Context: an optimization exercise on an open-source flow, tuned for small area. The choices shown serve that exercise and are no tape-out recipe. Only simulation tests tie the RTL to the original design; equivalence was not proved. Power figures rest on the tool's default switching activity, not on a simulated workload.

==> flow/design.v <==
module ModeMessage (
    input [2:0] mode,
	input wire [3:0] msg,
    output reg [41:0] display
);
    parameter UNARM   =  3'b000;     
    parameter ARMS    =  3'b001;     
    parameter ARMA    =  3'b010;     
    parameter RESET   =  3'b011;     
	parameter DISPLAY =  3'b100;     
    localparam A    = 7'b0001000;
    localparam E    = 7'b0000110;
    localparam M1   = 7'b0101011;  
	localparam M2   = 7'b0101011;  
    localparam N    = 7'b1001000; 
    localparam R    = 7'b0101111;
    localparam S    = 7'b0010010;
    localparam T    = 7'b0000111;
    localparam U    = 7'b1000001;
    localparam OFF  = 7'b1111111;
	localparam ONE  = 7'b1111001;
	localparam ZERO = 7'b1000000;
    always@(*) begin
        case(mode)
            UNARM: begin
				display[41:35] = U;
                display[34:28] = N;
                display[27:21] = A;
                display[20:14] = R;
                display[13:7]  = M1;
                display[6:0]   = M2;
            end
            ARMS: begin
				display[41:35] = A;
                display[34:28] = R;
                display[27:21] = M1;
                display[20:14] = M2;
                display[13:7]  = OFF;
                display[6:0]   = S;
            end
            ARMA: begin
				display[41:35] = A;
                display[34:28] = R;
                display[27:21] = M1;
                display[20:14] = M2;
                display[13:7]  = OFF;
                display[6:0]   = A;
            end
            RESET: begin
				display[41:35] = OFF;
                display[34:28] = R;
                display[27:21] = E;
                display[20:14] = S;
                display[13:7]  = E;
                display[6:0]   = T;
            end
			DISPLAY: begin
				display[41:35] = OFF;
                display[34:28] = OFF;
                display[27:21] = msg[0]? ZERO: ONE;
                display[20:14] = msg[1]? ZERO: ONE;
                display[13:7]  = msg[2]? ZERO: ONE;
                display[6:0]   = msg[3]? ZERO: ONE;
				end
			default: begin
			    display[41:35] = OFF;
                display[34:28] = OFF;
                display[27:21] = OFF;
                display[20:14] = OFF;
                display[13:7]  = OFF;
                display[6:0]   = OFF;
		    end
        endcase
    end
endmodule
module HCSRO4 (
    input wire clk,                
    input wire rst,                
    input wire echo,               
    output reg trig,               
    output reg [32:0] distance_cm  
);
    parameter TRIG_DELAY  = 500;      
    parameter DELAY_60_MS = 30000;    
    localparam IDLE       = 3'b000;
    localparam SEND_PULSE = 3'b001;
    localparam WAIT_ECHO  = 3'b010;
    localparam MEASURE    = 3'b011;
    localparam WAIT_CYCLE = 3'b100;
	reg cycle_complete;
    reg [3:0] state;
    reg [21:0] counter;          
    reg [32:0] echo_counter;     
    always@(posedge clk) begin
        counter <= (cycle_complete || !rst)? 0 : counter + 1;
        if(!rst) begin
            trig           <= 0;
            state          <= IDLE;
            cycle_complete <= 0;
            echo_counter   <= 0;
            distance_cm    <= 0;
        end else begin
            case(state) 
                IDLE: begin
					cycle_complete <= 0;
                    echo_counter <= 0; 
                    trig <= 1;
                    state <= SEND_PULSE;
                end
                SEND_PULSE: begin  
                    if(counter > TRIG_DELAY) begin  
                        trig  <= 0;
                        state <= WAIT_ECHO;
                    end
                end
                WAIT_ECHO: begin  
                    if(echo) echo_counter <= echo_counter + 1;  
                    else if (echo_counter) state <= MEASURE;
                end
                MEASURE: begin  
                    distance_cm <= echo_counter / 2900;  
                    state <= WAIT_CYCLE;
                end
                WAIT_CYCLE: begin  
                    if(counter > DELAY_60_MS) begin
                        cycle_complete <= 1;
						state <= IDLE;
					end
                end
				default: state <= IDLE;
            endcase
        end
    end
endmodule
module AlarmDrive (
	input wire clk,
	input wire rst_n,
	input wire [1:0] alarm_state,
	output wire buzzer,
	output reg police_led,
    output reg [2:0] alarm_leds
);
	parameter ALRMCYCLE_DELAY_1S = 50000;    
	parameter BUZZ_CYCLE_DELAY   = 655;      
	localparam ALRMOFF = 2'b00;   
	localparam ALRMON  = 2'b01;   
	localparam AWAYSEQ = 2'b10;   
	localparam PLCCLD  = 2'b11;   
    reg clk_1hz;
	reg buz_clk;
	reg buz_active;
	reg [2:0] led_state;
	reg [15:0] buz_counter;
	reg [25:0] counter_1hz;
	wire tick_1hz = (counter_1hz >= ALRMCYCLE_DELAY_1S) && !clk_1hz;
	wire tick_buz = (buz_counter >= BUZZ_CYCLE_DELAY) && !buz_clk;
	BuzzerDrive buzz(.clk(clk), .rst_n(rst_n), .tick(tick_buz), .active(buz_active), .buzzer(buzzer));
	always@(posedge clk) begin
		if(!rst_n) begin
			counter_1hz <= 0;
			clk_1hz     <= 0;
			buz_counter <= 0;
			buz_clk     <= 0;
		end else begin
			counter_1hz <= (counter_1hz > ALRMCYCLE_DELAY_1S)? 0 : counter_1hz + 1;
			if(counter_1hz >= ALRMCYCLE_DELAY_1S) clk_1hz <= ~clk_1hz;
			buz_counter <= (buz_counter > BUZZ_CYCLE_DELAY)? 0 : buz_counter + 1;
			if(buz_counter >= BUZZ_CYCLE_DELAY) buz_clk <= ~buz_clk;
		end
	end
	always@(posedge clk) begin 
		if(!rst_n) begin
			buz_active <= 0;
			led_state  <= 3'b010;
			police_led <= 0;
			alarm_leds <= 0;
		end else if(tick_1hz) begin
			case(alarm_state) 
				ALRMOFF: begin
					buz_active <= 0;
					police_led <= 0;
					alarm_leds <= 0;
				end
				ALRMON: begin
				    led_state <= ~led_state;
					buz_active <= ~buz_active;
					police_led <= 0;
					alarm_leds <= led_state;
				end
				AWAYSEQ: begin
					buz_active <= ~buz_active;
					police_led <= 0;
					alarm_leds <= 3'b111;
				end
				PLCCLD: begin
					buz_active <= ~buz_active;
					police_led <= ~police_led;
					alarm_leds <= 0;
				end
			endcase
		end
	end
endmodule
module BuzzerDrive (
	input wire clk,
	input wire rst_n,
	input wire tick,
	input wire active,
	output reg buzzer
);
	always@(posedge clk) begin
		if(!rst_n) buzzer <= 0;
		else if(tick) begin
			if(active) 	buzzer <= ~buzzer;
			else buzzer <= 0;
		end
	end
endmodule
module SecuritySystem (
    input wire clk,                               
    input wire rst_n,                             
    input wire multipurpose_button, mode_change,  
	input wire [3:0] passcode_in,                 
    input wire echo,                             
    output wire trig,                            
    output wire buzzer, police_led,              
    output wire [2:0] alarm_leds,                
    output wire [41:0] display 			         
);
    localparam AWAY_SEQ_DELAY_2S        = 100000;  
    localparam PASSCODE_INPUT_DELAY_10S = 500000;  
    localparam TRESHOLD_DISTANCE_CM     = 5;       
	localparam UNARM =  2'b00;  
    localparam ARMS  =  2'b01;  
    localparam ARMA  =  2'b10;  
    localparam RESET =  2'b11;  
    localparam UNARM_MSG   =  3'b000;  
    localparam ARMS_MSG    =  3'b001;  
    localparam ARMA_MSG    =  3'b010;  
    localparam RESET_MSG   =  3'b011;  
	localparam DISPLAY_MSG =  3'b100;  
    localparam ALRMOFF = 2'b00;   
	localparam ALRMON  = 2'b01;   
	localparam AWAYSEQ = 2'b10;   
	localparam PLCCLD  = 2'b11;   
	localparam TURNOFF   = 2'b00;
	localparam CONFRPASS = 2'b01;
	localparam RESETPASS = 2'b10;
    reg passcode_confirmed;
    reg [2:0] mode_state;
    reg [3:0] passcode;
	reg [1:0] state;
	reg [1:0] alarm_state;
	reg [1:0] button_state;
    reg [27:0] away_seq_delay_counter;
    reg [28:0] passcode_delay_counter;
    reg mode_change_q;
    wire mode_change_fall = mode_change_q && !mode_change;
    wire [1:0] state_next = mode_change_fall ? state + 2'd1 : state;
    wire [32:0] distance_cm;
    ModeMessage #(
        .UNARM(UNARM_MSG), .ARMS(ARMS_MSG), .ARMA(ARMA_MSG), .RESET(RESET_MSG), .DISPLAY(DISPLAY_MSG)
    ) message(.mode(mode_state), .msg(passcode_in), .display(display));
	AlarmDrive alarm(.clk(clk), .rst_n(rst_n), .alarm_state(alarm_state), .buzzer(buzzer), .police_led(police_led), .alarm_leds(alarm_leds));
    HCSRO4 sonic(.clk(clk), .rst(rst_n), .echo(echo), .trig(trig), .distance_cm(distance_cm));
	always@(posedge clk) begin
		if(!rst_n) begin
			state         <= UNARM;
			mode_change_q <= 1;
		end else begin
			state         <= state_next;
			mode_change_q <= mode_change;
		end
	end
    always@(posedge clk) begin
        if(!rst_n) begin
            passcode_confirmed     <= 0;
            mode_state             <= UNARM_MSG;
            passcode               <= 0;
            alarm_state            <= ALRMOFF;
            button_state           <= TURNOFF;
            away_seq_delay_counter <= 0;
            passcode_delay_counter <= 0;
        end else if(!mode_change) begin 
			passcode_delay_counter <= 0;
			away_seq_delay_counter <= 0;
			case(state_next)
                UNARM: begin  
				    button_state <= TURNOFF;
					alarm_state <= ALRMOFF;
					mode_state <= UNARM_MSG;
                end
                ARMS: begin  
					button_state <= CONFRPASS;
					alarm_state <= ALRMOFF;
					mode_state <= ARMS_MSG;
                end
                ARMA: begin  
					button_state <= CONFRPASS;
					alarm_state <= AWAYSEQ;
					mode_state <= ARMA_MSG;
					away_seq_delay_counter <= 1;  
                end
                RESET: begin
					button_state <= CONFRPASS;
					alarm_state <= ALRMOFF;
					mode_state <= RESET_MSG;
                end
                default: begin  
                    button_state <= TURNOFF;
					alarm_state <= ALRMOFF;
					mode_state <= UNARM_MSG;
                end
            endcase
        end else if (!multipurpose_button) begin  
			case(button_state)
				TURNOFF: begin 
				    alarm_state <= ALRMOFF;
				end
				CONFRPASS: begin  
					passcode_confirmed <= 0;
					if(passcode == passcode_in) begin 
						passcode_confirmed <= 1;
						case(state)
							RESET: begin 
								button_state <= RESETPASS;
							end
						    ARMS: begin 
								alarm_state <= ALRMOFF;
								passcode_delay_counter <= 0;
							    away_seq_delay_counter <= 0;
							end
							ARMA: begin 
							    alarm_state <= ALRMOFF;
								passcode_delay_counter <= 0;
								away_seq_delay_counter <= 0;
							end
					    endcase
					end
				end
				RESETPASS: begin
				    button_state <= CONFRPASS;
					mode_state <= DISPLAY_MSG;  
					passcode <= passcode_in;
					passcode_confirmed <= 0;
				end
				default: button_state <= CONFRPASS;  
			endcase
        end else begin
            case(state)
                ARMS: begin  
                    if(alarm_state == ALRMON) begin
                        if(passcode_delay_counter  < PASSCODE_INPUT_DELAY_10S) begin 
                            passcode_delay_counter <= passcode_delay_counter + 1;
                        end else passcode_delay_counter <= 0;
                        if(passcode_delay_counter > 0) begin
                            if(passcode_confirmed) begin  
							    alarm_state <= ALRMOFF;
							    passcode_delay_counter <= 0;
							end
                        end else if (!passcode_delay_counter) begin  
                            alarm_state <= PLCCLD;
                        end
                    end else if(distance_cm < TRESHOLD_DISTANCE_CM) begin  
                        alarm_state <= ALRMON;  
                    end	  
                end
                ARMA: begin  
                    if(away_seq_delay_counter > 0) begin
                        if(away_seq_delay_counter  < AWAY_SEQ_DELAY_2S) begin 
                            away_seq_delay_counter <= away_seq_delay_counter + 1;
                        end else begin 
							away_seq_delay_counter <= 0;
							alarm_state <= ALRMOFF;
						end
                    end else begin  
                        if(alarm_state == ALRMON) begin
						    if(passcode_delay_counter  < PASSCODE_INPUT_DELAY_10S) begin 
						        passcode_delay_counter <= passcode_delay_counter + 1;
							end else passcode_delay_counter <= 0;
							if(passcode_delay_counter > 0) begin
								if(passcode_confirmed) begin  
								    alarm_state <= ALRMOFF;
									passcode_delay_counter <= 0;
								end
							end else if (!passcode_delay_counter) begin  
								alarm_state <= PLCCLD;
							end
						end else if(distance_cm < TRESHOLD_DISTANCE_CM) begin  
							alarm_state <= ALRMON;  
						end
                    end
                end
            endcase 
        end
    end
endmodule
==> flow/run.sh <==
#!/bin/bash
# synth_recipe.tcl (not shown) runs the flow's synth.tcl, then flattens the netlist and writes it again
# the make line also repeats each setting of config.mk as NAME=value (left out here)
make -C /OpenROAD-flow-scripts/flow DESIGN_CONFIG=/design/flow/config.mk WORK_HOME=/design/flow/orfs CLKGATE_MAP_FILE= SYNTH_SCRIPT=/design/flow/synth_recipe.tcl finish
==> flow/config.mk <==
export PLATFORM = sky130hd
export DESIGN_NAME = SecuritySystem
export DESIGN_NICKNAME = SecuritySystem
export VERILOG_FILES = /design/flow/design.v
export SDC_FILE = /design/flow/constraint.sdc
export NUM_CORES = 4
export LEC_CHECK = 0
export CAP_MARGIN = 20
export CORE_MARGIN = 2
export CORE_UTILIZATION = 40
export SLEW_MARGIN = 20
==> flow/constraint.sdc <==
create_clock -name core_clock -period 25.0 [get_ports {clk}]
set_input_delay 5.0000 -clock core_clock [delete_from_list [all_inputs] [get_ports {clk}]]
set_output_delay 5.0000 -clock core_clock [all_outputs]
set_load 0.01 [all_outputs]
==> notes.md <==
-- cell usage in the layout (no fill, tap or decap), types with 23 or more instances in the layout --
cell type / Yosys / layout
o211ai_1: 40 / 40
nand4_1: 41 / 41
nor2b_1: 25 / 25
mux2i_1: 45 / 44
and2_1: 44 / 44
and3_1: 44 / 44
o21ai_1: 29 / 29
dfxtp_1: 207 / 207
nor3_1: 105 / 105
o21ai_0: 126 / 126
clkbuf_16: 0 / 25
xor2_1: 77 / 77
inv_1: 74 / 73
nor2_1: 378 / 377
or3_1: 46 / 46
nand2_1: 248 / 247
a21oi_1: 201 / 200
o22ai_1: 28 / 28
xnor2_1: 116 / 113
nand2b_1: 23 / 23
o21a_1: 23 / 23
clkdlybuf4s50_1: 0 / 55
a21o_1: 27 / 27
a31oi_1: 49 / 49
nand3_1: 117 / 116
a211oi_1: 41 / 41
nor4_1: 43 / 43
-- sequential cells by signal, indices dropped and copies added, names as in the netlist --
register	count
alarm.buz_counter	16
passcode_confirmed	1
alarm.buz_clk	1
alarm.counter_1hz	26
alarm.buzz.buzzer	1
mode_change_q	1
sonic.cycle_complete	1
passcode	4
mode_state	3
alarm.led_state	3
state	2
button_state	2
away_seq_delay_counter	28
passcode_delay_counter	29
alarm.buz_active	1
alarm.clk_1hz	1
alarm_state	2
sonic.counter	22
sonic.distance_cm	22
alarm.alarm_leds	3
sonic.echo_counter	33
sonic.trig	1
sonic.state	3
alarm.police_led	1
-- layer usage --
metal	up-vias	GRT usage, %	routed length (um)
met5	-	0	0
li1	10629	-	-
met1	10101	27.5	26600
met4	0	5.23	1010
met3	85	1.71	2590
met2	601	35.2	26700
-- power by group through the flow --
stage | Sequential (uW) | Combinational, uW | Clock, uW
2_1_floorplan | 345 | 31.4 | 0
3_3_place_gp | 347 | 47.2 | 0
3_5_place_dp | 347 | 48.0 | 0
4_1_cts | 340 | 48.2 | 382
5_1_grt | 340 | 53.1 | 397
6_report | 340 | 47.9 | 371
-- how the worst min path moves through the flow --
stage / startpoint / end / cells past startpoint
2_1_floorplan: alarm.buz_counter[0]$_SDFF_PP0_ / alarm.buz_counter[0]$_SDFF_PP0_ / 1
3_3_place_gp: alarm.buz_counter[0]$_SDFF_PP0_ / alarm.buz_counter[0]$_SDFF_PP0_ / 1
3_5_place_dp: alarm.buz_counter[0]$_SDFF_PP0_ / alarm.buz_counter[0]$_SDFF_PP0_ / 1
4_1_cts: sonic.distance_cm[1]$_SDFFE_PN0P_ / sonic.distance_cm[1]$_SDFFE_PN0P_ / 2
5_1_grt: sonic.distance_cm[10]$_SDFFE_PN0P_ / sonic.distance_cm[10]$_SDFFE_PN0P_ / 2
6_report: sonic.distance_cm[1]$_SDFFE_PN0P_ / sonic.distance_cm[1]$_SDFFE_PN0P_ / 2
-- layout make-up --
| cell class | count | area share [%] |
|---|---|---|
| clock buffers | 32 | 2.98 |
| clock inverters | 10 | 0.728 |
| inverters | 79 | 1.32 |
| multi-input cells | 2436 | 69.7 |
| flip-flops and latches | 207 | 18.4 |
| well taps | 680 | 3.78 |
| repair buffers | 73 | 3.06 |
-- stage by stage --
step	setup WS [ns]	instance area, sq um
global placement	2.09	21600
finish	2.03	22500
detailed placement	1.26	21600
floorplan	6.82	20800
CTS	1.21	22400
global route	0.0912	22500
-- kinds of logic (layout without fill, tap and decap cells) --
| kind of cell | after synthesis | after routing | synth area share, % |
|---|---|---|---|
| and+or+nand+nor | 1217 | 1217 | 28.9 |
| DFF | 207 | 207 | 20.0 |
| buffers and inverters | 236 | 194 | 4.83 |
| muxes | 60 | 60 | 3.20 |
| adders and majority gates | 23 | 23 | 1.32 |
| AOI/OAI and AO/OA | 914 | 914 | 32.5 |
| xor gates and xnor gates | 205 | 205 | 9.19 |
| other | 2 | 17 | 0.0363 |
-- timing repair --
action | in CTS | in global routing
endpoints found under the setup margin | 0 | 2
hold buffers | 0 | 0
setup buffers | 0 | 5
gates resized for setup | 0 | 9
-- worst min-delay path, cell delays in order (launching register included) --
cell and delay, ns:
dfxtp_1 0.31, nand2_1 0.05, a21oi_1 0.05
==> flow_summary_export.csv <==
group,metric,value,unit
logic_synthesis,synth-edff-count,0,
placement,place_congestion,0.888,
logic_synthesis,syn_inst,2864,
clocking,htreeDepth,1,
job,cap_violations,0,
clocking,clock_latency,0.53,ns
sta,tns,0,ns
placement,portBuffers,55,
global_route,grt_pass1_vias,19602,
detailed_routing,dr.first_iter.drc_count,1772,
detailed_routing,drc_errors,0,
logic_synthesis,synth-seq-area-share,20.0,%
logic_synthesis,yosysTopAreaCell,"dfxtp_1",
worst_setup_path,cp.required,25.47,ns
global_route,antenna_found_initial,0,
finish,multi_input_area,15700,sq um
finish,area_growth,8.66,%
finish,n_antenna_cell,0,
worst_setup_path,path_delay_family,"compound AO/OA/AOI/OAI gates",
logic_synthesis,yosys_warnings,5,
finish,fillers,5231,
placement,post-place-cells,3469,
logic_synthesis,synth_top_cell_area_share,20.0,%
worst_setup_path,critPathKind,"reg -> reg",
power,p_leak,0.00780,uW
die,initial_core_util,40.4,%
die,core,51300,sq um
power,switching_share,22.6,%
die,fp.dieW,232,um
die,num_rows,83,
power,seq_power_share,44.8,%
die,dieArea,53600,sq um
clocking,root_buffer,"clkbuf_16",
worst_setup_path,critPathMaxFanout,27,
global_route,grt_max_degree,50,
power,clkPwrFrac,48.9,%
global_route,grt_pass1_wl,95800,um
worst_setup_path,r2r_cells,71,
clocking,clkTransAtPathRegs,0.07,ns
logic_synthesis,yosysMostFrequentCell,"nor2_1",
sta,setup_viol,0,
power,ir_drop,0.0329,mV
worst_setup_path,crit_path_end,"sonic.distance_cm[0]$_SDFFE_PN0P_",
worst_setup_path,critPathBufInv,2,
detailed_routing,first_pass_iters,6,
global_route,overflow,0,
power,internal_power,587,uW
logic_synthesis,synth_area_leaders,"dfxtp_1 20%, nor2_1 6.8%, xnor2_1 4.9%",
worst_setup_path,startpoint,"sonic.echo_counter[26]$_SDFFE_PN0P_",
sta,fin_crit,22.97,ns
detailed_routing,wirelength,56900,um
clocking,cts_buffers,24,
worst_setup_path,endpoint_kind,"flip-flop",
sta,tightestPinTransition,1.03,ns
finish,nets,2847,
logic_synthesis,synth_area,20700,sq um
clocking,cts.sinks,207,
logic_synthesis,async_flop_share,0,%
placement,hpwl,42600,um
power,pwr-share-comb,6.3,%
finish,instances_no_fill,3517,
sta,skew,0.0231,ns
worst_hold_path,hp-class,"reg -> reg",
detailed_routing,viasPerCell,6.09,
sta,clock.fmax,43.5,MHz
logic_synthesis,postSynthAreaPerCell,7.23,sq um
clocking,ctsLongestPathBuffers,3,
power,powerDensity,33.7,nW/um^2
detailed_routing,wl_per_cell,16.2,um
power,total_power,759,uW
logic_synthesis,synth-main-ff-cell,"dfxtp_1",
logic_synthesis,ys_ff_latch,207,
die,die_y,232,um
die,io-pin-count,57,
sta,hold_viol,0,
finish,regArea,4140,sq um
sta,hold_slack,0.455,ns
sta,max_slew_margin,31.0,%
logic_synthesis,synthTopCellsByCount,"378 x nor2_1, 248 x nand2_1, 207 x dfxtp_1",
worst_setup_path,crit_path_start_kind,"flip-flop",
clocking,cts_tree,"built",
finish,post-route-util,43.9,%
finish,drive_above_1_share,8.00,%
power,p_sw,172,uW
global_route,grt_usage,20.4,%
worst_setup_path,cp.depth,71,
worst_setup_path,slowest_delay,0.75,ns
worst_setup_path,reg2reg_to,"sonic.distance_cm[0]$_SDFFE_PN0P_",
run_status,status,"finished clean",
worst_setup_path,slowest_stage,"o22ai_1",
sta,maxSlewViolCount,0,
detailed_routing,vias,21416,
worst_setup_path,crit-reg2reg-launch,"sonic.echo_counter[26]$_SDFFE_PN0P_",
worst_setup_path,crit_arrival,23.44,ns
detailed_routing,ant_nets,0,
sta,grt_setup_unrepaired,"false",
logic_synthesis,synthDistinctLibCells,144,
worst_setup_path,reg2reg_slack,2.03,ns
sta,finalCritPeriodShare,91.9,%

[what the ideal ports hide]
No port has a modelled driver above. Below, the same layout with a new extraction and two added sets of constraints. Step 1 assumes that a clkbuf_16 drives the clock port and a buf_2 every other input. Step 2 adds t to the input delays and takes it off the output delays; t is the mean of the earliest and latest rising clock arrival at the registers after step 1. Input paths then give back, and output paths get back, about the clock's delay inside the block. Three values: ideal ports, drivers, drivers and shift; two values: the first two.
t (ns): 0.574
slack for setup (ns): 2.031 / 2.031 / 2.031
worst hold slack (ns): 0.455 / 0.455 / 0.455
worst register clock-pin slew, ns: 0.07 / 0.07
pins driven straight from the clock port: 1
After both steps setup and hold are still met in this run. The setup slack of this run moves by 0.000 ns with the drivers and by 0.000 ns with both steps.
